Background: an optimization exercise with open tools, aiming at small area, a short achievable clock period and few clock cycles per item. Do not read the settings as production practice. No functional check of the RTL was part of any run shown here. Power and IR drop assume default switching activity.

==> design/flow/design.v <==
`timescale 1ns / 1ps
module muldiv#(parameter DATA_WIDTH = 32)
(
    input                         clk_i,
    input                         rst_i,
    input                         stall_i,
    input  [DATA_WIDTH-1 : 0]     a_i,
    input  [DATA_WIDTH-1 : 0]     b_i,
    input                         req_i,
    input  [ 2 : 0]               operation_sel_i,
    output reg [DATA_WIDTH-1 : 0] muldiv_result_o,
    output reg                    ready_o
);
function [31:0] prefix_or;
    input [31:0] x;
    integer l, k;
    begin
        prefix_or = x;
        for (l = 0; l < 5; l = l + 1)
            for (k = 0; k < 32; k = k + 1)
                if (k[l])
                    prefix_or[k] = prefix_or[k] | prefix_or[((k >> l) << l) - 1];
    end
endfunction
function [33:0] add33;
    input [32:0] x, y;
    input        ci;
    reg   [32:0] p, g, gg, pp, c;
    reg          g0;
    integer l, k;
    begin
        p  = x ^ y;
        g  = x & y;
        g0 = g[0] | (p[0] & ci);
        gg = g;
        pp = p;
        for (l = 0; l < 5; l = l + 1)
            for (k = 1; k < 33; k = k + 1)
                if ((k - 1) & (1 << l)) begin
                    gg[k] = gg[k] | (pp[k] & gg[(((k - 1) >> l) << l)]);
                    pp[k] = pp[k] & pp[(((k - 1) >> l) << l)];
                end
        c[0] = g0;
        for (k = 1; k < 33; k = k + 1)
            c[k] = gg[k] | (pp[k] & g0);
        add33 = {c[32], p ^ {c[31:0], ci}};
    end
endfunction
wire is_div   = operation_sel_i[2];
wire is_rem   = operation_sel_i[2] & operation_sel_i[1];
wire b_zero   = ~|b_i;
wire a_zero   = ~|a_i;
wire div_zero = is_div & b_zero;
wire a_signed = ~operation_sel_i[0] | (operation_sel_i == 3'b001);
wire b_signed = (operation_sel_i == 3'b000) | (operation_sel_i == 3'b001)
              | (operation_sel_i == 3'b100) | (operation_sel_i == 3'b110);
wire sa = a_i[31] & a_signed;
wire sb = b_i[31] & b_signed;
wire [31:0] ua    = sa ? -a_i : a_i;
reg  [15:0] v1; reg [15:0] e1;
reg  [7:0]  v2; reg [15:0] e2;
reg  [3:0]  v3; reg [11:0] e3;
reg  [1:0]  v4; reg [7:0]  e4;
reg  [4:0]  lead;
integer j;
always @(*) begin
    for (j = 0; j < 16; j = j + 1) begin
        v1[j] = ua[2*j+1] | ua[2*j];
        e1[j] = ua[2*j+1];
    end
    for (j = 0; j < 8; j = j + 1) begin
        v2[j]         = v1[2*j+1] | v1[2*j];
        e2[2*j+:2]    = v1[2*j+1] ? {1'b1, e1[2*j+1]} : {1'b0, e1[2*j]};
    end
    for (j = 0; j < 4; j = j + 1) begin
        v3[j]         = v2[2*j+1] | v2[2*j];
        e3[3*j+:3]    = v2[2*j+1] ? {1'b1, e2[4*j+2+:2]} : {1'b0, e2[4*j+:2]};
    end
    for (j = 0; j < 2; j = j + 1) begin
        v4[j]         = v3[2*j+1] | v3[2*j];
        e4[4*j+:4]    = v3[2*j+1] ? {1'b1, e3[6*j+3+:3]} : {1'b0, e3[6*j+:3]};
    end
    lead = v4[1] ? {1'b1, e4[7:4]} : {1'b0, e4[3:0]};
    if (div_zero) lead = 5'd31;
end
reg  [31:0] R, Q;
reg  [4:0]  cnt;
reg         busy, ps, nb;
reg         f_div, f_inv;
reg         f_selq, f_neg, f_mh;
wire start = req_i & ~busy & ~ready_o;
wire        inv  = sb ^ is_div;
wire [33:0] sum  = add33({R, f_div & nb}, {f_div, b_i ^ {32{f_inv}}}, f_inv);
wire        take  = f_div ? sum[33] : nb;
wire [31:0] R_nxt = take ? sum[31:0] : {R[30:0], nb};
wire        c_hi  = ~f_div & nb & sum[33];
wire        q_in  = f_div ? sum[33] : (nb ? sum[32] : R[31]);
wire [31:0] q_all = ~prefix_or(~{1'b1, Q[30:0]});
wire [31:0] Q_nxt = {Q[30:0] ^ ({31{c_hi}} & {q_all[29:0], 1'b1}), q_in};
wire [32:0] ua_sh = {ua, 1'b0};
wire        last  = (cnt == 5'd0);
wire        nz    = ~a_zero | div_zero;
always @(posedge clk_i)
begin
    ps <= stall_i;
    if (rst_i) begin
        busy    <= 1'b0;
        ready_o <= 1'b0;
    end else begin
        busy    <= (start & nz) | (busy & ~last);
        ready_o <= (start & ~nz) | (busy & last) | (ready_o & ps);
    end
    if (start) begin
        f_div  <= is_div;
        f_inv  <= inv;
        f_selq <= is_div ? ~is_rem : (operation_sel_i[1:0] != 2'b00);
        f_neg  <= is_rem ? sa : ((sa ^ sb) & ~div_zero);
        f_mh   <= ~is_div & (operation_sel_i[1:0] != 2'b00);
        R      <= 32'd0;
        Q      <= 32'd0;
        cnt    <= lead;
        nb     <= ~div_zero | ua[31];
    end else if (busy) begin
        R   <= R_nxt;
        Q   <= Q_nxt;
        cnt <= cnt - 5'd1;
        nb  <= ua_sh[cnt];
    end
end
wire [31:0] r_pre = prefix_or(R);
wire [31:0] q_pre = prefix_or(Q);
wire        r_nz  = f_mh & r_pre[31];
wire [31:0] res_r = R ^ ({32{f_neg}} & {r_pre[30:0], 1'b0});
wire [31:0] res_q = Q ^ ({32{f_neg}} & ({q_pre[30:0], 1'b0} | {32{r_nz}}));
always @(*)
    muldiv_result_o = f_selq ? res_q : res_r;
endmodule    
==> design/flow/flow/run.sh <==
#!/bin/bash
# The standard layout, with the ports buffered by sky130_fd_sc_hd__buf_2
# instead of the flow's default pick (a slow delay buffer).
set -e
bash standard.sh synth > synth.log 2>&1
bash standard.sh "BUFFER_PORTS_ARGS=-buffer_cell sky130_fd_sc_hd__buf_2" finish > layout.log 2>&1
==> design/flow/standard.sh <==
#!/bin/bash
# synth_recipe.tcl (not shown) runs the flow's synth.tcl, then flattens the netlist and writes it again
# the make line also repeats each setting of config.mk as NAME=value (left out here)
make -C /OpenROAD-flow-scripts/flow DESIGN_CONFIG=/design/flow/config.mk WORK_HOME=/design/flow/orfs CLKGATE_MAP_FILE= SYNTH_SCRIPT=/design/flow/synth_recipe.tcl "${@:-finish}"
==> design/flow/config.mk <==
export PLATFORM = sky130hd
export DESIGN_NAME = muldiv
export DESIGN_NICKNAME = muldiv
export VERILOG_FILES = /design/flow/design.v
export SDC_FILE = /design/flow/constraint.sdc
export NUM_CORES = 4
export LEC_CHECK = 0
export CAP_MARGIN = 20
export CORE_MARGIN = 2
export CORE_UTILIZATION = 40
export CTS_BUF_LIST = sky130_fd_sc_hd__clkbuf_8
export PLACE_DENSITY = 0.6
export SETUP_SLACK_MARGIN = 1.0
export SLEW_MARGIN = 20
==> design/flow/constraint.sdc <==
create_clock -name core_clock -period 5.0 [get_ports {clk_i}]
set_input_delay 1.0000 -clock core_clock [delete_from_list [all_inputs] [get_ports {clk_i}]]
set_output_delay 1.0000 -clock core_clock [all_outputs]
set_load 0.01 [all_outputs]
==> results of run 1 <==
-- cell usage in the layout (no fill, tap or decap), types with 24 or more instances in the layout --
| cell | synthesis | routed |
|---|---|---|
| xor2_1 | 103 | 99 |
| nand2_1 | 129 | 122 |
| ha_1 | 36 | 36 |
| o21ai_0 | 92 | 84 |
| nor2_1 | 85 | 82 |
| nor3_1 | 36 | 34 |
| xnor2_1 | 75 | 72 |
| dfxtp_1 | 67 | 65 |
| buf_4 | 1 | 50 |
| inv_1 | 30 | 29 |
| a21oi_1 | 79 | 65 |
| buf_2 | 7 | 102 |
| nand3_1 | 27 | 25 |
| mux2i_1 | 24 | 24 |
-- repair_timing --
item | in CTS | in global routing
pin swaps | 19 | 15
setup endpoints to repair | 31 | 66
gates cloned | 0 | 0
resized for setup | 38 | 29
buffers inserted | 11 | 11
-- per-layer routing --
layer | up-vias | share of wire | track usage | wire length [um]
li1 | 4271 | - | - | -
met1 | 3999 | 0.48 | 0.348 | 12600
met2 | 246 | 0.44 | 0.365 | 11700
met3 | 28 | 0.058 | 0.0310 | 1520
met4 | 0 | 0.020 | 0.0657 | 526
met5 | - | 0 | 0 | 0
-- metrics by stage --
stage	power, mW	instances	utilization	instance area (um2)	setup TNS [ps]
2_1_floorplan	2.31	1135	-	8450	0
3_3_place_gp	2.89	1464	0.454	9240	0
3_5_place_dp	2.90	1464	0.454	9240	0
4_1_cts	3.46	1491	0.474	9650	0
5_1_grt	3.81	1502	0.486	9890	-528
6_report	3.55	1502	0.486	9890	-2.37
-- critical path: stages, from the launching register on --
cell and delay [ps]:
dfxtp_4 350, or4_4 550, nor4_4 180, or4b_4 510, o31a_1 280, or4b_4 500, nand2b_4 160, or4_4 490
o21ai_2 150, xor2_1 230, a21oi_2 80, buf_2 160
-- registers in the layout (all words and copies together), names as in the netlist --
signal,flops
f_inv,1
R,32
ps,1
f_selq,1
ready_o,1
f_mh,1
busy,1
f_neg,1
Q,32
cnt,5
nb,1
f_div,1
-- power by group --
group	switching, mW	internal (mW)
Combinational	1.23	0.954
Clock	0.258	0.207
Sequential	0.153	0.746
-- path summary, 6_finish.rpt --
path | end | depth (start not counted) | start | slack [ps]
worst min register to register | Q[31] | 2 | Q[31] | 500
worst max register to register | R[9] | 15 | f_inv | 1320
worst min-delay path | Q[31] | 2 | Q[31] | 500
worst max-delay path | muldiv_result_o[28] | 11 | R[3] | -2
-- logic make-up after synthesis --
logic type                 Yosys count  synth area share
AOI/OAI and AO/OA                  315             0.238
xor gates and xnor gates           178             0.186
adders and majority gates           37            0.0563
buffers and inverters              106            0.0492
DFF                                 78             0.200
muxes                               31            0.0422
and+or+nand+nor                    390             0.228
-- layout make-up --
cell class,instances,area share
clock buffer,11,0.0153
timing repair buffer,156,0.0941
tap,270,0.0342
clock inverter,5,0.00342
multi-input combinational,951,0.671
sequential,78,0.170
inverter,31,0.0120
==> flow_summary.ini, run 1 <==
[route]
first_pass_iters = 5
route.detailed.drc = 0
vias = 8544
ant_nets = 0
wl_per_cell_um = 17.5
drtIter0Drc = 606
routed_wl_um = 26300
avgViaCountPerCell = 5.69

[pwr]
leakage_nw = 3.99
p_per_area_nw_per_um2 = 359
peakVddDrop_uv = 161

[placed_design]
hpwl_um = 19900
pre_cts_slack_ps = 173
port_buffers = 103
gp_congestion = 0.895

[floorplanning]
fp.dieH_um = 149
design.die.area_um2 = 22100
coreArea_um2 = 20400
die-width_um = 149
start_util = 0.410
pin_count = 104
rows = 52

[yosys]
yosys_register_bits = 78
post-synth-top-area-cell = dfxtp_1
synth_nets = 1243
synth_area_leaders = dfxtp_1 (16%), xor2_1 (11%), xnor2_1 (7.9%)
syn_inst = 1135
synthArstFlopShare = 0
synth-main-ff-cell = dfxtp_1
synth_enable_flop_cells = 11
yosys_warnings = 1
avgSynthCellArea_um2 = 7.36
yosys.cell_count.top_type = nand2_1
yosysSeqAreaShare = 0.200
synth_top_area_frac = 0.160
synthTopCellsByCount = nand2_1 (129), xor2_1 (103), o21ai_0 (92), nor2_1 (85), a21oi_1 (79)
syn-cell-area_um2 = 8360
synth_cell_types = 75

[critical_path]
start_kind = flip-flop
arrival_ps = 4000
critPathMaxFanout = 6
cp.required_ps = 4000
worstSetupPathType = reg2out
end_kind = primary output

[sta]
hold_viol = 0
setup_ws_ps = -2.37
min_period_over_period = 1.00
maxSlewViolCount = 0
max_freq_mhz = 200
max_slew.worst_pin.slew_ps = 755
layout_min_cycle_time_ps = 5000
maxSlewHeadroom = 0.497
fin_skew_ps = 15.4
fin_hold_ws_ps = 498
rsz0062_at_grt = true
setup_violations = 1

[finish]
drive_gt1_frac = 0.212
antenna_cells = 0
syn_to_final_growth_pct = 18.3
seqCellArea_um2 = 1680
multi_input_area_um2 = 6640
nNetsFinal = 1335
fill_cells = 2033

[clock_tree]
clock_latency_ps = 380
clk_root_buffer_cell = clkbuf_8
cts_buffer_depth = 2
cts.sinks = 78
clk_pin_slew_ps = 80
cts_tree = built
numCtsBuffers = 9
htreeDepth = 3
hold_buffers = 0

[global_route]
grt_usage = 0.237
grt_max_degree = 66
grt_overflow = 0
grt_pass1_wl_um = 42100
grt_pass1_vias = 7837
antenna_found_initial = 0

[worst_hold_path]
min_path_type = reg2reg

[outcome]
violatedChecks = setup timing
outcome = finished with violations

[flow_run]
max_cap_violations = 0
==> run 2, diff against run 1 <==
--- a/design/flow/design.v
+++ b/design/flow/design.v
@@ -23,8 +23,8 @@
     end
 endfunction
-function [33:0] add33;
-    input [32:0] x, y;
+function [34:0] add35;
+    input [34:0] x, y;
     input        ci;
-    reg   [32:0] p, g, gg, pp, c;
+    reg   [34:0] p, g, gg, pp, c;
     reg          g0;
     integer l, k;
@@ -35,6 +35,6 @@
         gg = g;
         pp = p;
-        for (l = 0; l < 5; l = l + 1)
-            for (k = 1; k < 33; k = k + 1)
+        for (l = 0; l < 6; l = l + 1)
+            for (k = 1; k < 35; k = k + 1)
                 if ((k - 1) & (1 << l)) begin
                     gg[k] = gg[k] | (pp[k] & gg[(((k - 1) >> l) << l)]);
@@ -42,7 +42,7 @@
                 end
         c[0] = g0;
-        for (k = 1; k < 33; k = k + 1)
+        for (k = 1; k < 35; k = k + 1)
             c[k] = gg[k] | (pp[k] & g0);
-        add33 = {c[32], p ^ {c[31:0], ci}};
+        add35 = p ^ {c[33:0], ci};
     end
 endfunction
@@ -57,5 +57,6 @@
 wire sa = a_i[31] & a_signed;
 wire sb = b_i[31] & b_signed;
-wire [31:0] ua    = sa ? -a_i : a_i;
+wire [31:0] a_pre = prefix_or(a_i);
+wire [31:0] ua    = a_i ^ ({32{sa}} & {a_pre[30:0], 1'b0});
 reg  [15:0] v1; reg [15:0] e1;
 reg  [7:0]  v2; reg [15:0] e2;
@@ -87,15 +88,20 @@
 reg  [4:0]  cnt;
 reg         busy, ps, nb;
-reg         f_div, f_inv;
-reg         f_selq, f_neg, f_mh;
+reg         f_div, f_inv, f_s, f_nq;
+reg         f_selq, f_neg;
 wire start = req_i & ~busy & ~ready_o;
-wire        inv  = sb ^ is_div;
-wire [33:0] sum  = add33({R, f_div & nb}, {f_div, b_i ^ {32{f_inv}}}, f_inv);
-wire        take  = f_div ? sum[33] : nb;
+wire        inv  = is_div ? ~sb : sa;
+wire [34:0] sum  = add35({2'b00, R, f_div & nb},
+                         {~f_div & f_s, ~f_div & f_s, f_div | f_s, b_i ^ {32{f_inv}}},
+                         f_inv);
+wire        ge    = sum[33];
+wire        take  = f_div ? ge : nb;
 wire [31:0] R_nxt = take ? sum[31:0] : {R[30:0], nb};
-wire        c_hi  = ~f_div & nb & sum[33];
-wire        q_in  = f_div ? sum[33] : (nb ? sum[32] : R[31]);
-wire [31:0] q_all = ~prefix_or(~{1'b1, Q[30:0]});
-wire [31:0] Q_nxt = {Q[30:0] ^ ({31{c_hi}} & {q_all[29:0], 1'b1}), q_in};
+wire        q_in  = f_div ? ge : (nb ? sum[32] : R[31]);
+wire        q_up  = ~f_div & nb & ~sum[34] & sum[33];
+wire        q_dn  = f_div ? (f_nq & ge) : (nb & sum[34]);
+wire [30:0] q_inc = Q[30:0] + 31'd1;
+wire [30:0] q_dec = Q[30:0] - 31'd1;
+wire [31:0] Q_nxt = {q_up ? q_inc : (q_dn ? q_dec : Q[30:0]), q_in};
 wire [32:0] ua_sh = {ua, 1'b0};
 wire        last  = (cnt == 5'd0);
@@ -114,7 +120,8 @@
         f_div  <= is_div;
         f_inv  <= inv;
+        f_s    <= sa ^ sb;
+        f_nq   <= (sa ^ sb) & ~div_zero;
         f_selq <= is_div ? ~is_rem : (operation_sel_i[1:0] != 2'b00);
-        f_neg  <= is_rem ? sa : ((sa ^ sb) & ~div_zero);
-        f_mh   <= ~is_div & (operation_sel_i[1:0] != 2'b00);
+        f_neg  <= is_rem & sa;
         R      <= 32'd0;
         Q      <= 32'd0;
@@ -129,9 +136,6 @@
 end
 wire [31:0] r_pre = prefix_or(R);
-wire [31:0] q_pre = prefix_or(Q);
-wire        r_nz  = f_mh & r_pre[31];
 wire [31:0] res_r = R ^ ({32{f_neg}} & {r_pre[30:0], 1'b0});
-wire [31:0] res_q = Q ^ ({32{f_neg}} & ({q_pre[30:0], 1'b0} | {32{r_nz}}));
 always @(*)
-    muldiv_result_o = f_selq ? res_q : res_r;
+    muldiv_result_o = f_selq ? Q : res_r;
 endmodule    
--- a/design/flow/config.mk
+++ b/design/flow/config.mk
@@ -6,8 +6,8 @@
 export NUM_CORES = 4
 export LEC_CHECK = 0
+export ABC_AREA = 1
 export CAP_MARGIN = 20
 export CORE_MARGIN = 2
 export CORE_UTILIZATION = 40
-export CTS_BUF_LIST = sky130_fd_sc_hd__clkbuf_8
 export PLACE_DENSITY = 0.6
 export SETUP_SLACK_MARGIN = 1.0
==> flow_summary.ini, run 2 <==
[global_route]
grt_overflow = 0
grt_max_degree = 63
grt_pass1_vias = 10300
grt_pass1_wl_um = 52000
antenna_found_initial = 0
grt_usage = 0.244

[clock_tree]
clk_pin_slew_ps = 60
clk_root_buffer_cell = clkbuf_16
htreeDepth = 3
cts.sinks = 79
cts_buffer_depth = 2
numCtsBuffers = 9
cts_tree = built
clock_latency_ps = 360
hold_buffers = 0

[critical_path]
start_kind = flip-flop
cp_slowest_cell = dfxtp_1
r2r_cells = 15
arrival_ps = 2750
r2r_end = R[11]
cp_cell_sequence = nor2_2, nand2_1, nor2_4, nand3_1, nor2_4, nand3_4, nor2_4, nand3_2, o21ai_4, or2_2, nand3_1, o21ai_0, buf_2
slowest_delay_ps = 370
reg2reg_slack_ps = 1380
crit_buf_inv = 1
cp.required_ps = 4000
cpLargestDelayFamily = simple AND/OR/NAND/NOR gates
critPathMostFrequentCell = nor2_4
critPathMaxFanout = 9
end_kind = primary output
worstSetupPathType = reg2out
r2r_start = f_inv

[sta]
fin_skew_ps = 7.28
rsz0062_at_grt = false
max_slew.worst_pin.slew_ps = 1030
min_period_over_period = 0.749
setup_violations = 0
max_freq_mhz = 267
maxSlewHeadroom = 0.315
maxSlewViolCount = 0
layout_min_cycle_time_ps = 3750
tns_ps = 0
setup_ws_ps = 1250
hold_viol = 0

[finish]
nNetsFinal = 1946
fill_cells = 2722
reg.largest.list = Q: 32 flops, R: 32 flops, cnt: 5 flops
layout_common_cells = nand2_1 (542), nand3_1 (222), inv_1 (217)
drive_gt1_frac = 0.107
final_util = 0.451
layout_commonest_cell = nand2_1
stdcell_area_um2 = 11000
syn_to_final_growth_pct = 9.93
antenna_cells = 0

[route]
avgViaCountPerCell = 5.25
ant_nets = 0
first_pass_iters = 5
vias = 11400
routed_wl_um = 32600
route.detailed.drc = 0
drtIter0Drc = 816
wl_per_cell_um = 15.0

[pwr]
peakVddDrop_uv = 179
leakage_nw = 5.44
p_per_area_nw_per_um2 = 339
power.total_mw = 3.74

[yosys]
yosysSeqAreaShare = 0.170
synth-main-ff-cell = dfxtp_1
avgSynthCellArea_um2 = 5.62
syn_inst = 1785
yosys.cell_count.top_type = nand2_1
synthTopCellsByCount = nand2_1 (543), nand3_1 (222), inv_1 (217), nor2_1 (136), a21oi_1 (122)
synth_cell_types = 47
synth_top_area_frac = 0.203
yosys_warnings = 1
synth_enable_flop_cells = 12
post-synth-top-area-cell = nand2_1
syn-cell-area_um2 = 10000
synth_nets = 1893
synth_area_leaders = nand2_1 (20%), dfxtp_1 (13%), nand3_1 (11%)
synthArstFlopShare = 0
yosys_register_bits = 79

[floorplanning]
rows = 57
pin_count = 104
design.die.area_um2 = 26400
fp.dieH_um = 162
start_util = 0.410
coreArea_um2 = 24500
die-width_um = 162

[worst_hold_path]
hold_end = Q[31]
hp-start = Q[31]
min_path_type = reg2reg
hold_depth = 2

[placed_design]
hpwl_um = 24900
pre_cts_slack_ps = 642
place_area_um2 = 10700
gp_congestion = 0.935
port_buffers = 103

[outcome]
outcome = timing/DRC/antenna clean

[flow_run]
max_cap_violations = 0
-- run 2: kinds of logic (layout without fill, tap and decap cells) --
family                     count (synthesis)  count (layout)  synth area share
AOI/OAI and AO/OA                        255             255             0.136
xor gates and xnor gates                  71              71            0.0620
adders and majority gates                 37              37            0.0469
buffers and inverters                    301             359             0.123
DFF                                       79              79             0.170
and+or+nand+nor                         1042            1042             0.463
-- run 2: worst max path at each step --
stage / from / to / slack [ps] / cells past startpoint
4_1_cts: f_neg / muldiv_result_o[12] / 1080 / 7
3_5_place_dp: b_i[14] / Q[21] / 640 / 15
2_1_floorplan: b_i[19] / R[23] / 1940 / 16
5_1_grt: R[0] / muldiv_result_o[31] / 1010 / 14
3_3_place_gp: b_i[14] / Q[19] / 780 / 15
6_report: R[0] / muldiv_result_o[30] / 1250 / 13
-- run 2: per-layer routing --
metal / share of wire / GRT usage / vias up
met5: 0 / 0 / -
met4: 0.010 / 0.0402 / 0
met3: 0.055 / 0.0415 / 24
met2: 0.47 / 0.421 / 279
met1: 0.47 / 0.324 / 5162
li1: - / - / 5919
-- run 2: where the power goes --
part           switching (mW)  total [mW]  internal [mW]  leakage, nW
combinational            1.36        2.08          0.724         4.64
sequential              0.208       0.967          0.759        0.661
clock                   0.305       0.688          0.382        0.139
total                    1.87        3.74           1.87         5.44
-- run 2: tightest hold or removal path: cells and delay by family, from the launching register on --
family,cells,cell delay [ps]
DFF,1,310
and+or+nand+nor,2,100
-- run 2: repair_timing --
item / in CTS / in global routing
pin swaps: 0 / 3
gates resized for setup: 1 / 8
setup endpoints to repair: 6 / 46
cloned: 0 / 0
buffers inserted: 0 / 3
-- run 2: cell type report --
type,instances,area [um2],area share
Multi-Input combinational cell,1405,7140,0.647
Clock inverter,5,40.0,0.00363
Tap cell,324,405,0.0367
Timing Repair Buffer,116,623,0.0565
Sequential cell,79,1700,0.154
Clock buffer,11,264,0.0239
Inverter,227,861,0.0780
-- run 2: through the flow --
stage | hold slack, ps | std cells
5_1_grt | 468 | 2167
2_1_floorplan | 426 | 1785
6_report | 453 | 2167
3_3_place_gp | 443 | 2148
3_5_place_dp | 445 | 2148
4_1_cts | 457 | 2164
==> run 3, diff against run 2 <==
--- a/design/flow/config.mk
+++ b/design/flow/config.mk
@@ -6,5 +6,4 @@
 export NUM_CORES = 4
 export LEC_CHECK = 0
-export ABC_AREA = 1
 export CAP_MARGIN = 20
 export CORE_MARGIN = 2
==> flow_summary.ini, run 3 <==
[outcome]
outcome = timing/DRC/antenna clean

[critical_path]
cp_slowest_cell = or4_4
start_kind = flip-flop
slowest_delay_ps = 540
cpLargestDelayFamily = simple AND/OR/NAND/NOR gates
crit_buf_inv = 2
worstSetupPathType = reg2out
critPathMostFrequentCell = or4_4
critPathMaxFanout = 6
arrival_ps = 3140
cp_cell_sequence = buf_4, or4_4, or3_4, or4_4, o31ai_1, xnor2_1, mux2_2, buf_2
end_kind = primary output
cp.required_ps = 4000

[floorplanning]
pin_count = 104
rows = 55
die-width_um = 155
fp.dieH_um = 155
design.die.area_um2 = 24000
start_util = 0.405
coreArea_um2 = 22500

[finish]
nNetsFinal = 1437
layout_common_cells = nand2_1 (138), o21ai_0 (122), buf_2 (103)
layout_commonest_cell = nand2_1
drive_gt1_frac = 0.163
reg.largest.list = Q: 32 flops, R: 32 flops, cnt: 5 flops
syn_to_final_growth_pct = 13.9
stdcell_area_um2 = 10400
antenna_cells = 0
finalNonFillerCells = 1619

[yosys]
syn-cell-area_um2 = 9120
synthTopCellsByCount = nand2_1 (140), o21ai_0 (129), clkbuf_1 (91), nor2_1 (81), xor2_1 (72)
synth_nets = 1387
synth_top_area_frac = 0.147
syn_inst = 1279
synth_area_leaders = dfxtp_1 (15%), o21ai_0 (7.1%), xor2_1 (6.9%)
avgSynthCellArea_um2 = 7.13
synth_cell_types = 79
yosys_register_bits = 79
yosys.cell_count.top_type = nand2_1
synth_enable_flop_cells = 12
post-synth-top-area-cell = dfxtp_1
yosys_warnings = 1
synthArstFlopShare = 0
yosysSeqAreaShare = 0.187
synth-main-ff-cell = dfxtp_1

[clock_tree]
cts_tree = built
cts_buffer_depth = 2
clk_root_buffer_cell = clkbuf_16
hold_buffers = 0
numCtsBuffers = 9
clk_pin_slew_ps = 70
cts.sinks = 79
htreeDepth = 3
clock_latency_ps = 360

[placed_design]
place_area_um2 = 9800
hpwl_um = 21900
placedCellCount = 1588
gp_congestion = 0.872
port_buffers = 103

[pwr]
power.total_mw = 4.93
intPower_mw = 2.49
p_clk_frac = 0.133
peakVddDrop_uv = 217
combPwrFrac = 0.604
switchingPower_mw = 2.44
seq_power_share = 0.263
leakage_nw = 4.00
switching_share = 0.495
p_per_area_nw_per_um2 = 475

[sta]
fin_skew_ps = 15.7
max_freq_mhz = 241
layout_min_cycle_time_ps = 4140
min_period_over_period = 0.829
maxSlewHeadroom = 0.266
fin_hold_ws_ps = 493
max_slew.worst_pin.slew_ps = 1100
rsz0062_at_grt = true
tns_ps = 0
setup_violations = 0
maxSlewViolCount = 0
hold_viol = 0

[route]
vias = 10100
route.detailed.drc = 0
routed_wl_um = 30800
drtIter0Drc = 883
first_pass_iters = 5
avgViaCountPerCell = 6.25
ant_nets = 0
wl_per_cell_um = 19.0

[global_route]
grt_usage = 0.250
grt_max_degree = 60
grt_pass1_wl_um = 49100
grt_overflow = 0
grt_pass1_vias = 9212
antenna_found_initial = 0

[worst_hold_path]
min_path_type = reg2reg

[flow_run]
max_cap_violations = 0
run 3: cell types whose count changed after synthesis, sizes merged, moves of 25 or more:
cell / change
nand2: -418
clkbuf: +52
nor2: -74
o31ai: +26
nand3: -193
o21ai: +30
or3: +25
a21oi: -54
inv: -197
run 3: cell type report:
class	instances	area, um2
inverter	30	113
timing repair buffer	142	821
tap	285	357
sequential	79	1710
clock inverter	2	13.8
multi-input combinational	1067	7100
fill	2297	12100
clock buffer	14	274
run 3: what timing repair did:
| item | in CTS | in global routing |
|---|---|---|
| pin swaps | 4 | 5 |
| setup endpoints to repair | 27 | 29 |
| resized for setup | 21 | 30 |
| cloned | 0 | 0 |
| setup buffers | 3 | 12 |
run 3: routing by layer:
metal,vias up,track usage,share of wire
met3,58,0.0337,0.062
met1,4746,0.340,0.45
met5,-,0,0
li1,4942,-,-
met4,0,0.0877,0.029
met2,365,0.406,0.46
run 3: through the flow:
stage	setup slack, ps	util
final	856	0.461
after global placement	391	0.435
after floorplan	1020	-
after detailed placement	268	0.435
after global routing	798	0.461
after CTS	957	0.452
run 3: path summary, 6_finish.rpt:
path                            cells after the start             endpoint  slack, ps  start
worst min-delay path                                2                Q[31]        490  Q[31]
worst max register to register                     13                Q[29]       1060  f_inv
worst min register to register                      2                Q[31]        490  Q[31]
worst max-delay path                                8  muldiv_result_o[26]        860  R[18]
run 3: worst reg2reg max path, stage by stage, from the launching register on:
cell and delay [ps]:
edfxtp_1 410, buf_12 200, xor2_1 350, ha_1 350, nand2_1 80, nor2_1 40
a211oi_1 370, o22ai_2 190, o211ai_1 460, nand2_4 230, buf_4 230, a2111oi_1 490
o21ai_0 160, a32o_1 280
run 3: logic make-up after synthesis:
| kind of cell | after synthesis | synth area share |
|---|---|---|
| fa+ha+maj | 37 | 0.0516 |
| buf+inv | 133 | 0.0572 |
| simple gates | 489 | 0.278 |
| mux | 17 | 0.0196 |
| compound gates | 423 | 0.310 |
| xor+xnor | 101 | 0.0970 |
| flops | 79 | 0.187 |
run 3: power groups by stage:
| stage | logic, mW | clock network (mW) | registers, mW |
|---|---|---|---|
| CTS | 2.83 | 0.665 | 1.29 |
| floorplan | 2.13 | 0 | 1.07 |
| finish | 2.98 | 0.657 | 1.30 |
| global placement | 2.72 | 0 | 1.29 |
| detailed placement | 2.74 | 0 | 1.29 |
| global route | 3.30 | 0.691 | 1.34 |
==> run 4, diff against run 3 <==
--- a/design/flow/config.mk
+++ b/design/flow/config.mk
@@ -9,4 +9,5 @@
 export CORE_MARGIN = 2
 export CORE_UTILIZATION = 40
+export CTS_BUF_LIST = sky130_fd_sc_hd__clkbuf_8
 export PLACE_DENSITY = 0.6
 export SETUP_SLACK_MARGIN = 1.0
==> flow_summary.ini, run 4 <==
[critical_path]
worstSetupPathType = reg2out
start_kind = flip-flop
end_kind = primary output
cp_slowest_cell = or4_4
critPathMaxFanout = 4
critPathMostFrequentCell = or4_4
cp_cell_sequence = or4_4, nor4_4, nand4b_1, or4_4, o41ai_1, xnor2_1, mux2_2, buf_2
cp.required_ps = 4000
arrival_ps = 3260
slowest_delay_ps = 590

[finish]
nNetsFinal = 1436
syn_to_final_growth_pct = 12.6
drive_gt1_frac = 0.161
antenna_cells = 0
layout_common_cells = nand2_1 (139), o21ai_0 (120), buf_2 (102)
fill_cells = 2304
finalNonFillerCells = 1618
reg.largest.list = Q: 32 flops, R: 32 flops, cnt: 5 flops
layout_commonest_cell = nand2_1
final_util = 0.456

[yosys]
syn_inst = 1279
synth_area_leaders = dfxtp_1 (15%), o21ai_0 (7.1%), xor2_1 (6.9%)
post-synth-top-area-cell = dfxtp_1
synthArstFlopShare = 0
synth_top_area_frac = 0.147
yosys_warnings = 1
yosys_register_bits = 79
synth_cell_types = 79
syn-cell-area_um2 = 9120
synth-main-ff-cell = dfxtp_1
synth_nets = 1387
yosysSeqAreaShare = 0.187
synth_enable_flop_cells = 12
synthTopCellsByCount = nand2_1 (140), o21ai_0 (129), clkbuf_1 (91), nor2_1 (81), xor2_1 (72)
yosys.cell_count.top_type = nand2_1
avgSynthCellArea_um2 = 7.13

[clock_tree]
cts.sinks = 79
clk_pin_slew_ps = 90
htreeDepth = 3
numCtsBuffers = 9
clk_root_buffer_cell = clkbuf_8
hold_buffers = 0
cts_buffer_depth = 2
cts_tree = built
clock_latency_ps = 390

[pwr]
p_per_area_nw_per_um2 = 464
combPwrFrac = 0.627
switching_share = 0.509
switchingPower_mw = 2.42
p_clk_frac = 0.100
peakVddDrop_uv = 166
leakage_nw = 3.92
seq_power_share = 0.273
intPower_mw = 2.34

[flow_run]
max_cap_violations = 0

[outcome]
outcome = timing/DRC/antenna clean

[global_route]
grt_overflow = 0
grt_pass1_wl_um = 49100
antenna_found_initial = 0
grt_pass1_vias = 9197
grt_usage = 0.250
grt_max_degree = 60

[floorplanning]
die-width_um = 155
design.die.area_um2 = 24000
fp.dieH_um = 155
coreArea_um2 = 22500
pin_count = 104
start_util = 0.405
rows = 55

[placed_design]
hpwl_um = 21900
gp_congestion = 0.872
port_buffers = 103
placedCellCount = 1588

[sta]
min_period_over_period = 0.853
maxSlewHeadroom = 0.250
maxSlewViolCount = 0
fin_skew_ps = 20.8
rsz0062_at_grt = true
setup_violations = 0
tns_ps = 0
hold_viol = 0
layout_min_cycle_time_ps = 4260
max_slew.worst_pin.slew_ps = 1120
max_freq_mhz = 235

[route]
wl_per_cell_um = 18.9
avgViaCountPerCell = 6.24
drtIter0Drc = 849
first_pass_iters = 6
routed_wl_um = 30500
route.detailed.drc = 0
vias = 10100
ant_nets = 0

[worst_hold_path]
min_path_type = reg2reg
[run 4: cell counts after synthesis]
No cell type changed its count.
[run 4: cell type report]
type                       instances  area (um2)  area share
sequential                        79        1710       0.166
multi-input combinational       1067        7080       0.690
clock buffer                      12         165      0.0161
inverter                          30         113      0.0110
timing repair buffer             141         823      0.0802
clock inverter                     4        21.3     0.00207
tap                              285         357      0.0347
[run 4: power by group through the flow]
| stage | Combinational [mW] | Clock, mW | Sequential, mW |
|---|---|---|---|
| finish | 2.98 | 0.477 | 1.30 |
| global route | 3.30 | 0.510 | 1.34 |
| CTS | 2.83 | 0.484 | 1.28 |
| detailed placement | 2.74 | 0 | 1.29 |
| global placement | 2.72 | 0 | 1.29 |
| floorplan | 2.13 | 0 | 1.07 |
[run 4: path summary, 6_finish.rpt]
check	endpoint	slack, ps	startpoint	depth (start not counted)
worst max register to register	Q[29]	1100	f_inv	13
worst min-delay path	Q[31]	500	Q[31]	2
worst max-delay path	muldiv_result_o[27]	740	R[2]	8
worst min register to register	Q[31]	500	Q[31]	2
[run 4: logic make-up after synthesis]
| family | synth area share |
|---|---|
| and+or+nand+nor | 0.278 |
| AOI/OAI and AO/OA | 0.310 |
| buffers and inverters | 0.0572 |
| xor gates and xnor gates | 0.0970 |
| DFF | 0.187 |
| adders and majority gates | 0.0516 |
| muxes | 0.0196 |
[run 4: per-stage QoR]
stage | hold slack, ps | instance area [um2] | total power [mW] | worst slack (ps)
finish | 500 | 10300 | 4.76 | 737
global route | 530 | 10300 | 5.15 | 682
CTS | 512 | 10100 | 4.60 | 892
detailed placement | 486 | 9800 | 4.02 | 268
global placement | 486 | 9800 | 4.00 | 391
floorplan | 452 | 9130 | 3.20 | 1020
[run 4: per-layer routing]
metal / GRT usage / share of wire
met5: 0 / 0
met4: 0.0908 / 0.029
met3: 0.0326 / 0.060
met2: 0.404 / 0.46
met1: 0.342 / 0.46
[run 4: worst max-delay path: cells and delay by family (launching register included)]
family / cells / cell delay, ps
XOR/XNOR: 1 / 130
flip-flops: 1 / 320
AO/OA/AOI/OAI: 1 / 390
AND/OR/NAND/NOR: 4 / 1570
buffers and inverters: 1 / 150
multiplexers: 1 / 310
[run 4: timing repair]
item,CTS,global route
setup endpoints to repair,26,28
pin swaps,4,7
resized for setup,21,29
buffers inserted,5,9
cloned,0,0
==> run 5, diff against run 4 <==
--- a/design/flow/design.v
+++ b/design/flow/design.v
@@ -23,8 +23,8 @@
     end
 endfunction
-function [34:0] add35;
-    input [34:0] x, y;
+function [33:0] add33;
+    input [32:0] x, y;
     input        ci;
-    reg   [34:0] p, g, gg, pp, c;
+    reg   [32:0] p, g, gg, pp, c;
     reg          g0;
     integer l, k;
@@ -35,6 +35,6 @@
         gg = g;
         pp = p;
-        for (l = 0; l < 6; l = l + 1)
-            for (k = 1; k < 35; k = k + 1)
+        for (l = 0; l < 5; l = l + 1)
+            for (k = 1; k < 33; k = k + 1)
                 if ((k - 1) & (1 << l)) begin
                     gg[k] = gg[k] | (pp[k] & gg[(((k - 1) >> l) << l)]);
@@ -42,7 +42,7 @@
                 end
         c[0] = g0;
-        for (k = 1; k < 35; k = k + 1)
+        for (k = 1; k < 33; k = k + 1)
             c[k] = gg[k] | (pp[k] & g0);
-        add35 = p ^ {c[33:0], ci};
+        add33 = {c[32], p ^ {c[31:0], ci}};
     end
 endfunction
@@ -57,6 +57,5 @@
 wire sa = a_i[31] & a_signed;
 wire sb = b_i[31] & b_signed;
-wire [31:0] a_pre = prefix_or(a_i);
-wire [31:0] ua    = a_i ^ ({32{sa}} & {a_pre[30:0], 1'b0});
+wire [31:0] ua    = sa ? -a_i : a_i;
 reg  [15:0] v1; reg [15:0] e1;
 reg  [7:0]  v2; reg [15:0] e2;
@@ -88,20 +87,18 @@
 reg  [4:0]  cnt;
 reg         busy, ps, nb;
-reg         f_div, f_inv, f_s, f_nq;
-reg         f_selq, f_neg;
+reg         f_div;
+reg  [3:0]  f_inv;      
+reg  [3:0]  f_selq;     
+reg         f_neg, f_mh;
 wire start = req_i & ~busy & ~ready_o;
-wire        inv  = is_div ? ~sb : sa;
-wire [34:0] sum  = add35({2'b00, R, f_div & nb},
-                         {~f_div & f_s, ~f_div & f_s, f_div | f_s, b_i ^ {32{f_inv}}},
-                         f_inv);
-wire        ge    = sum[33];
-wire        take  = f_div ? ge : nb;
+wire        inv  = sb ^ is_div;
+wire [31:0] b_x  = b_i ^ {{8{f_inv[3]}}, {8{f_inv[2]}}, {8{f_inv[1]}}, {8{f_inv[0]}}};
+wire [33:0] sum  = add33({R, f_div & nb}, {f_div, b_x}, f_inv[0]);
+wire        take  = f_div ? sum[33] : nb;
 wire [31:0] R_nxt = take ? sum[31:0] : {R[30:0], nb};
-wire        q_in  = f_div ? ge : (nb ? sum[32] : R[31]);
-wire        q_up  = ~f_div & nb & ~sum[34] & sum[33];
-wire        q_dn  = f_div ? (f_nq & ge) : (nb & sum[34]);
-wire [30:0] q_inc = Q[30:0] + 31'd1;
-wire [30:0] q_dec = Q[30:0] - 31'd1;
-wire [31:0] Q_nxt = {q_up ? q_inc : (q_dn ? q_dec : Q[30:0]), q_in};
+wire        c_hi  = ~f_div & nb & sum[33];
+wire        q_in  = f_div ? sum[33] : (nb ? sum[32] : R[31]);
+wire [31:0] q_all = ~prefix_or(~{1'b1, Q[30:0]});
+wire [31:0] Q_nxt = {Q[30:0] ^ ({31{c_hi}} & {q_all[29:0], 1'b1}), q_in};
 wire [32:0] ua_sh = {ua, 1'b0};
 wire        last  = (cnt == 5'd0);
@@ -119,9 +116,14 @@
     if (start) begin
         f_div  <= is_div;
-        f_inv  <= inv;
-        f_s    <= sa ^ sb;
-        f_nq   <= (sa ^ sb) & ~div_zero;
-        f_selq <= is_div ? ~is_rem : (operation_sel_i[1:0] != 2'b00);
-        f_neg  <= is_rem & sa;
+        f_inv[0]  <= inv;
+        f_inv[1]  <= is_div ? ~sb : sb;
+        f_inv[2]  <= (sb & ~is_div) | (~sb & is_div);
+        f_inv[3]  <= (b_i[31] & b_signed) ^ operation_sel_i[2];
+        f_selq[0] <= is_div ? ~is_rem : (operation_sel_i[1:0] != 2'b00);
+        f_selq[1] <= operation_sel_i[2] ? ~operation_sel_i[1] : (operation_sel_i[0] | operation_sel_i[1]);
+        f_selq[2] <= (is_div & ~is_rem) | (~is_div & |operation_sel_i[1:0]);
+        f_selq[3] <= ~((operation_sel_i[2] & operation_sel_i[1]) | (~operation_sel_i[2] & ~operation_sel_i[1] & ~operation_sel_i[0]));
+        f_neg  <= is_rem ? sa : ((sa ^ sb) & ~div_zero);
+        f_mh   <= ~is_div & (operation_sel_i[1:0] != 2'b00);
         R      <= 32'd0;
         Q      <= 32'd0;
@@ -135,7 +137,9 @@
     end
 end
-wire [31:0] r_pre = prefix_or(R);
-wire [31:0] res_r = R ^ ({32{f_neg}} & {r_pre[30:0], 1'b0});
+wire [31:0] res_x = {f_selq[3] ? Q[31:24] : R[31:24], f_selq[2] ? Q[23:16] : R[23:16],
+                     f_selq[1] ? Q[15:8]  : R[15:8],  f_selq[0] ? Q[7:0]   : R[7:0]};
+wire        r_nz  = f_mh & (|R);
+wire [31:0] x_pre = prefix_or(res_x);
 always @(*)
-    muldiv_result_o = f_selq ? Q : res_r;
+    muldiv_result_o = res_x ^ ({32{f_neg}} & ({x_pre[30:0], 1'b0} | {32{r_nz}}));
 endmodule    
--- a/design/flow/config.mk
+++ b/design/flow/config.mk
@@ -6,4 +6,5 @@
 export NUM_CORES = 4
 export LEC_CHECK = 0
+export ABC_AREA = 1
 export CAP_MARGIN = 20
 export CORE_MARGIN = 2
==> flow_summary.ini, run 5 <==
[outcome]
outcome = timing/DRC/antenna clean

[yosys]
synth_cell_types = 49
yosys_warnings = 1
synth_top_area_frac = 0.196
synthArstFlopShare = 0
synth_nets = 1687
yosysSeqAreaShare = 0.184
yosys_register_bits = 79
synth-main-ff-cell = dfxtp_1
synthTopCellsByCount = nand2_1 (481), inv_1 (187), nand3_1 (176), nor2_1 (127), a21oi_1 (86)
syn_inst = 1579
post-synth-top-area-cell = nand2_1
synth_area_leaders = nand2_1 (20%), dfxtp_1 (15%), nand3_1 (9.5%)
yosys.cell_count.top_type = nand2_1
syn-cell-area_um2 = 9230
avgSynthCellArea_um2 = 5.85
synth_enable_flop_cells = 12

[flow_run]
max_cap_violations = 0

[sta]
min_period_over_period = 0.767
rsz0062_at_grt = true
maxSlewViolCount = 0
tns_ps = 0
setup_violations = 0
fin_skew_ps = 10.0
fin_hold_ws_ps = 458
maxSlewHeadroom = 0.292
layout_min_cycle_time_ps = 3830
max_freq_mhz = 261
max_slew.worst_pin.slew_ps = 1060
hold_viol = 0
setup_ws_ps = 1170

[placed_design]
gp_congestion = 0.897
pre_cts_slack_ps = 1220
port_buffers = 103
hpwl_um = 22900

[finish]
fill_cells = 2494
layout_commonest_cell = nand2_1
drive_gt1_frac = 0.125
nNetsFinal = 1765
layout_common_cells = nand2_1 (481), inv_1 (186), nand3_1 (176)
syn_to_final_growth_pct = 10.4
multi_input_area_um2 = 6540
reg.largest.list = Q: 32 flops, R: 32 flops, cnt: 5 flops
seqCellArea_um2 = 1700

[global_route]
grt_usage = 0.239
grt_max_degree = 67
grt_pass1_wl_um = 47100
grt_pass1_vias = 9305
grt_overflow = 0
antenna_found_initial = 2

[critical_path]
critPathMaxFanout = 9
cp.required_ps = 4000
worstSetupPathType = reg2out
cp_slowest_cell = nor4_1
cp_cell_sequence = inv_1, nand4_1, nor4_1, nand2_1, nand2_1, inv_1, nor2_2, nor2_1, a21oi_1, xor2_1, buf_2
slowest_delay_ps = 470
end_kind = primary output
arrival_ps = 2830
start_kind = flip-flop

[route]
first_pass_iters = 5
ant_nets = 0
avgViaCountPerCell = 5.20
wl_per_cell_um = 14.8
routed_wl_um = 28700
drtIter0Drc = 729
vias = 10100
route.detailed.drc = 0

[pwr]
leakage_nw = 4.89
p_per_area_nw_per_um2 = 272
power.total_mw = 2.77
peakVddDrop_uv = 139

[floorplanning]
start_util = 0.408
design.die.area_um2 = 24300
coreArea_um2 = 22600
pin_count = 104
rows = 55
die-width_um = 156
fp.dieH_um = 156

[clock_tree]
cts_tree = built
clock_latency_ps = 380
numCtsBuffers = 9
hold_buffers = 0
clk_pin_slew_ps = 90
cts_buffer_depth = 2
cts.sinks = 79
htreeDepth = 3
clk_root_buffer_cell = clkbuf_8

[worst_hold_path]
min_path_type = reg2reg
[run 5: changes by cell type in the layout (fill, tap and decap cells not counted), sizes merged, moves of 20 or more]
cell | before | now
nand2 | 140 | 497
inv | 29 | 196
nand3 | 37 | 183
nor2 | 81 | 148
o21ai | 131 | 83
o31ai | 26 | 0
or3 | 25 | 0
buf | 141 | 117
nor3 | 39 | 18
a21oi | 69 | 89
nand2b | 20 | 0
[run 5: layout make-up]
type,instances,area share
multi-input cells,1251,0.642
flip-flops and latches,79,0.167
inverters,199,0.0738
repair buffers,117,0.0629
well taps,285,0.0350
clock buffers,9,0.0122
clock inverters,7,0.00712
diodes,1,0.000246
[run 5: cell families (layout without fill, tap and decap cells)]
kind of cell / after synthesis / count (layout) / synth area share
and+or+nand+nor: 918 / 918 / 0.444
DFF: 79 / 79 / 0.184
adders and majority gates: 37 / 37 / 0.0510
AOI/OAI and AO/OA: 197 / 197 / 0.116
buffers and inverters: 249 / 332 / 0.111
other: 0 / 1 / 0
xor gates and xnor gates: 99 / 99 / 0.0939
[run 5: stage by stage]
step / instance area (um2) / util / std cells
after floorplan: 9230 / - / 1579
after global placement: 9950 / 0.439 / 1929
after detailed placement: 9950 / 0.439 / 1929
after CTS: 10200 / 0.449 / 1947
after global routing: 10200 / 0.450 / 1947
final: 10200 / 0.450 / 1948
[run 5: timing repair]
action                                  in CTS  in global routing
setup buffers                                2                  0
gates cloned                                 0                  0
pin swaps                                    0                  2
endpoints found under the hold margin        0                  0
gates resized for setup                      0                  9
endpoints found under the setup margin      10                  8
[run 5: final timing paths]
path | startpoint | depth (start not counted) | slack (ps) | to
setup / recovery | R[0] | 11 | 1170 | muldiv_result_o[19]
hold / removal | Q[30] | 2 | 460 | Q[30]
setup reg to reg | f_inv[2] | 16 | 1460 | R[23]
hold reg to reg | Q[30] | 2 | 460 | Q[30]
[run 5: per-layer routing]
metal	global-route usage	routed length (um)
met5	0	13
met4	0.0371	246
met3	0.0314	1520
met2	0.404	13100
met1	0.332	13800
[run 5: power breakdown]
| part | total [mW] | switching, mW | internal, mW |
|---|---|---|---|
| clock | 0.502 | 0.272 | 0.231 |
| sequential | 0.838 | 0.120 | 0.718 |
| combinational | 1.43 | 0.918 | 0.512 |
| total | 2.77 | 1.31 | 1.46 |
[run 5: worst max-delay path: cells and delay by family (launching register included)]
family	cells	cell delay [ps]
xor gates and xnor gates	1	140
and+or+nand+nor	6	1340
buffers and inverters	3	460
AOI/OAI and AO/OA	1	170
DFF	1	340

-- re-timing with driven ports --
The results above use ideal ports. As a check the final layouts listed here were re-extracted and re-timed, cells and wires unchanged. Step 1 (the two cells are an assumption about what drives the block):
set clk [get_ports {clk_i}]
set_driving_cell -lib_cell sky130_fd_sc_hd__clkbuf_16 $clk
set_driving_cell -lib_cell sky130_fd_sc_hd__buf_2 [delete_from_list [all_inputs] $clk]
Step 2 adds t to the input delays and takes it off the output delays; t is the mean of the earliest and latest rising clock arrival at the registers after step 1. Input paths then give back, and output paths get back, about the clock's delay inside the block. Slacks: ideal ports / drivers / drivers and shift; pairs: ideal ports / drivers.
| run | t, ns | setup slack, ns | worst hold slack (ns) |
|---|---|---|---|
| run 1 | 0.411 | -0.002 / -0.043 / 0.369 | 0.498 / 0.498 / 0.498 |
| run 2 | 0.402 | 1.255 / 1.207 / 0.948 | 0.453 / 0.453 / 0.453 |
| run 3 | 0.395 | 0.856 / 0.809 / 0.601 | 0.493 / 0.493 / 0.493 |
| run 4 | 0.419 | 0.737 / 0.695 / 0.623 | 0.500 / 0.500 / 0.500 |
| run 5 | 0.418 | 1.167 / 1.128 / 1.070 | 0.458 / 0.458 / 0.458 |
The setup slack of run 2, which loses most, moves by -0.048 ns with the drivers and by -0.307 ns with both steps.
